Context: an optimization exercise on an open-source flow, tuned for small area, a short achievable clock period and few clock cycles. The choices shown serve that exercise and are no tape-out recipe.
No activity file was given, so power comes from the tool's default toggle rates.

==> build 52 <==
Design bch_encoder, start of the top module:
module bch_encoder(rst, clk, msg, bch_dataout, done);
    input rst;
    input clk;
    input [190:0] msg;
    output reg [254:0] bch_dataout;
    output reg done;
    wire x191 = msg[121] ~^ msg[147];
    wire x192 = msg[51] ~^ msg[75];
    wire x193 = msg[30] ~^ msg[33];
    wire x194 = msg[52] ~^ msg[179];
    wire x195 = msg[80] ~^ msg[122];
    wire x196 = msg[74] ~^ msg[177];
    wire x197 = msg[73] ~^ msg[176];
    wire x198 = msg[2] ~^ msg[174];
    wire x199 = msg[63] ~^ msg[98];
    wire x200 = msg[0] ~^ msg[175];
    wire x201 = msg[107] ~^ msg[136];
    wire x202 = msg[32] ~^ msg[137];
    wire x203 = msg[22] ~^ msg[44];
    wire x204 = msg[76] ~^ msg[139];
    wire x205 = msg[78] ~^ msg[84];
    wire x206 = msg[9] ~^ msg[25];
    wire x207 = msg[10] ~^ msg[26];
    wire x208 = msg[48] ~^ msg[165];
    wire x209 = msg[178] ~^ msg[190];
    wire x210 = msg[138] ~^ msg[185];
    wire x211 = msg[5] ~^ msg[85];
    wire x212 = msg[123] ~^ msg[128];
    wire x213 = msg[1] ~^ msg[135];
    wire x214 = msg[6] ~^ msg[86];
    wire x215 = msg[8] ~^ msg[166];
    wire x216 = msg[61] ~^ msg[96];
    wire x217 = msg[7] ~^ msg[88];
    wire x218 = msg[24] ~^ msg[116];
    wire x219 = msg[62] ~^ msg[97];
    wire x220 = msg[124] ~^ msg[129];
    wire x221 = msg[11] ~^ msg[115];
    wire x222 = msg[157] ~^ msg[164];
  ...
==> flow/config.mk <==
export PLATFORM = sky130hd
export DESIGN_NAME = bch_encoder
export DESIGN_NICKNAME = bch_encoder
export VERILOG_FILES = /design/flow/design.v
export SDC_FILE = /design/flow/constraint.sdc
export NUM_CORES = 4
export LEC_CHECK = 0
export CAP_MARGIN = 20
export CORE_MARGIN = 2
export CORE_UTILIZATION = 35
export SETUP_SLACK_MARGIN = 3.5
export SLEW_MARGIN = 20
==> flow/constraint.sdc <==
create_clock -name core_clock -period 6.0 [get_ports {clk}]
set_input_delay 1.2000 -clock core_clock [delete_from_list [all_inputs] [get_ports {clk}]]
set_output_delay 1.2000 -clock core_clock [all_outputs]
set_load 0.01 [all_outputs]
standard.sh (not shown) runs the stock make flow with config.mk's settings and CLKGATE_MAP_FILE= SYNTH_SCRIPT=/design/flow/synth_recipe.tcl, a recipe that flattens the netlist after the stock synthesis.
==> flow/flow/run.sh <==
#!/bin/bash
# Standard ORFS layout with these changes:
#  - synthesis maps the XOR network cell for cell (flow/synth_xor.tcl and
#    flow/xormap.v, through a copy of ORFS's scripts whose synth.tcl calls
#    techmap in place of abc);
#  - the 3-input XOR/XNOR cells are added to the don't-use list;
#  - ports are buffered with buf_2 instead of the resizer's default pick.
# Each make run logs to its own file here; ORFS's own logs are under orfs/logs.
set -euo pipefail
here=$(pwd)
DU="sky130_fd_sc_hd__probe_p_8 sky130_fd_sc_hd__probec_p_8 sky130_fd_sc_hd__lpflow_bleeder_1 sky130_fd_sc_hd__lpflow_clkbufkapwr_1 sky130_fd_sc_hd__lpflow_clkbufkapwr_16 sky130_fd_sc_hd__lpflow_clkbufkapwr_2 sky130_fd_sc_hd__lpflow_clkbufkapwr_4 sky130_fd_sc_hd__lpflow_clkbufkapwr_8 sky130_fd_sc_hd__lpflow_clkinvkapwr_1 sky130_fd_sc_hd__lpflow_clkinvkapwr_16 sky130_fd_sc_hd__lpflow_clkinvkapwr_2 sky130_fd_sc_hd__lpflow_clkinvkapwr_4 sky130_fd_sc_hd__lpflow_clkinvkapwr_8 sky130_fd_sc_hd__lpflow_decapkapwr_12 sky130_fd_sc_hd__lpflow_decapkapwr_3 sky130_fd_sc_hd__lpflow_decapkapwr_4 sky130_fd_sc_hd__lpflow_decapkapwr_6 sky130_fd_sc_hd__lpflow_decapkapwr_8 sky130_fd_sc_hd__lpflow_inputiso0n_1 sky130_fd_sc_hd__lpflow_inputiso0p_1 sky130_fd_sc_hd__lpflow_inputiso1n_1 sky130_fd_sc_hd__lpflow_inputiso1p_1 sky130_fd_sc_hd__lpflow_inputisolatch_1 sky130_fd_sc_hd__lpflow_isobufsrc_1 sky130_fd_sc_hd__lpflow_isobufsrc_16 sky130_fd_sc_hd__lpflow_isobufsrc_2 sky130_fd_sc_hd__lpflow_isobufsrc_4 sky130_fd_sc_hd__lpflow_isobufsrc_8 sky130_fd_sc_hd__lpflow_isobufsrckapwr_16 sky130_fd_sc_hd__lpflow_lsbuf_lh_hl_isowell_tap_1 sky130_fd_sc_hd__lpflow_lsbuf_lh_hl_isowell_tap_2 sky130_fd_sc_hd__lpflow_lsbuf_lh_hl_isowell_tap_4 sky130_fd_sc_hd__lpflow_lsbuf_lh_isowell_4 sky130_fd_sc_hd__lpflow_lsbuf_lh_isowell_tap_1 sky130_fd_sc_hd__lpflow_lsbuf_lh_isowell_tap_2 sky130_fd_sc_hd__lpflow_lsbuf_lh_isowell_tap_4 sky130_fd_sc_hd__fill_1 sky130_fd_sc_hd__fill_2 sky130_fd_sc_hd__fill_4 sky130_fd_sc_hd__fill_8 "
DU="$DU sky130_fd_sc_hd__xor3_1 sky130_fd_sc_hd__xor3_2 sky130_fd_sc_hd__xor3_4"
DU="$DU sky130_fd_sc_hd__xnor3_1 sky130_fd_sc_hd__xnor3_2 sky130_fd_sc_hd__xnor3_4"
BP=sky130_fd_sc_hd__buf_2
rm -rf scripts_xor; cp -r "$FLOW_HOME/scripts" scripts_xor
sed -i 's|^  log_cmd abc {\*}$abc_args|  techmap -map '"$here"'/flow/xormap.v|' scripts_xor/synth.tcl
grep -q "flow/xormap.v" scripts_xor/synth.tcl
bash standard.sh "DONT_USE_CELLS=$DU" "BUFFER_PORTS_ARGS=-buffer_cell $BP" \
  "SCRIPTS_DIR=$here/scripts_xor" "SYNTH_SCRIPT=$here/flow/synth_xor.tcl" synth > make_synth.log 2>&1
bash standard.sh "DONT_USE_CELLS=$DU" "BUFFER_PORTS_ARGS=-buffer_cell $BP" finish > make_finish.log 2>&1
Other scripts of this flow, unchanged in this note and not shown: flow/flow/synth_xor.tcl, flow/flow/xormap.v
==> inputs of build 3, as changes to build 52 <==
--- a/flow/flow/run.sh
+++ b/flow/flow/run.sh
@@ -6,3 +6,5 @@
 #  - the 3-input XOR/XNOR cells are added to the don't-use list;
-#  - ports are buffered with buf_2 instead of the resizer's default pick.
+#  - every input port is buffered with buf_4 and every output port with
+#    buf_1 (global_place.tcl's one buffer_ports call becomes two), instead of
+#    the resizer's default pick for both.
 # Each make run logs to its own file here; ORFS's own logs are under orfs/logs.
@@ -13,3 +15,4 @@
 DU="$DU sky130_fd_sc_hd__xnor3_1 sky130_fd_sc_hd__xnor3_2 sky130_fd_sc_hd__xnor3_4"
-BP=sky130_fd_sc_hd__buf_2
+IBUF=${IBUF:-sky130_fd_sc_hd__buf_4}
+OBUF=${OBUF:-sky130_fd_sc_hd__buf_1}
 rm -rf scripts_xor; cp -r "$FLOW_HOME/scripts" scripts_xor
@@ -17,4 +20,6 @@
 grep -q "flow/xormap.v" scripts_xor/synth.tcl
-bash standard.sh "DONT_USE_CELLS=$DU" "BUFFER_PORTS_ARGS=-buffer_cell $BP" \
-  "SCRIPTS_DIR=$here/scripts_xor" "SYNTH_SCRIPT=$here/flow/synth_xor.tcl" synth > make_synth.log 2>&1
-bash standard.sh "DONT_USE_CELLS=$DU" "BUFFER_PORTS_ARGS=-buffer_cell $BP" finish > make_finish.log 2>&1
+sed -i 's|^    buffer_ports {\*}\[env_var_or_empty BUFFER_PORTS_ARGS\]|    buffer_ports -inputs -buffer_cell '"$IBUF"'; buffer_ports -outputs -buffer_cell '"$OBUF"'|' scripts_xor/global_place.tcl
+grep -q "buffer_ports -inputs" scripts_xor/global_place.tcl
+bash standard.sh "DONT_USE_CELLS=$DU" "SCRIPTS_DIR=$here/scripts_xor" \
+  "SYNTH_SCRIPT=$here/flow/synth_xor.tcl" synth > make_synth.log 2>&1
+bash standard.sh "DONT_USE_CELLS=$DU" "SCRIPTS_DIR=$here/scripts_xor" finish > make_finish.log 2>&1
- SETUP_SLACK_MARGIN: 3.5 -> 2.5
==> inputs of build 29, as changes to build 52 <==
- SETUP_SLACK_MARGIN: 3.5 -> 3.0
==> notes.md <==
Build 29 ran to the end with no violations. Build 3 finished clean. Build 52 produced a clean layout.
Worst hold slack: build 52 < build 29 < build 3.
In build 3 the final area is lower than in build 52, by about 45%.
Between build 52 and build 3, the lower count of clock-buffer cells in the layout is in build 3 (gap 1).
Power: build 52 > build 29 > build 3.
Between build 52 and build 29, the lower via count is in build 29 (gap about 20%, measured against build 29).
No functional check of the RTL was part of any run of this note.

==> what the ideal ports hide <==
How much do the figures lean on ideal ports? The routed layouts below were timed once more, with nothing changed but the port constraints. Step 1: set_driving_cell puts a clkbuf_16 on clk and a buf_2 on each other input, an assumption about the parent block. Step 2 times the ports against the registers' clock, not the clock port: input delays grow and output delays shrink by t, the midpoint of the rising clock arrivals with the driver on. a / b / c = ideal ports / drivers / drivers and shift; a / b = the first two.
run | shift t [ns] | setup WS [ns] | hold WS [ns] | worst setup path after step 2 | pins driven straight from the clock port
build 52 | 0.742 | 3.025 / 3.048 / 2.306 | 0.657 / 0.605 / 0.956 | input to register | 1
build 3 | 0.681 | 2.183 / 2.236 / 1.555 | 0.738 / 0.697 / 0.926 | input to register | 1
build 29 | 0.680 | 2.833 / 2.884 / 2.203 | 0.730 / 0.690 / 0.929 | input to register | 1
After both steps every run listed still meets setup and hold. For build 52, which loses most, drivers alone change the setup slack by +0.023 ns; drivers and shift together by -0.719 ns.
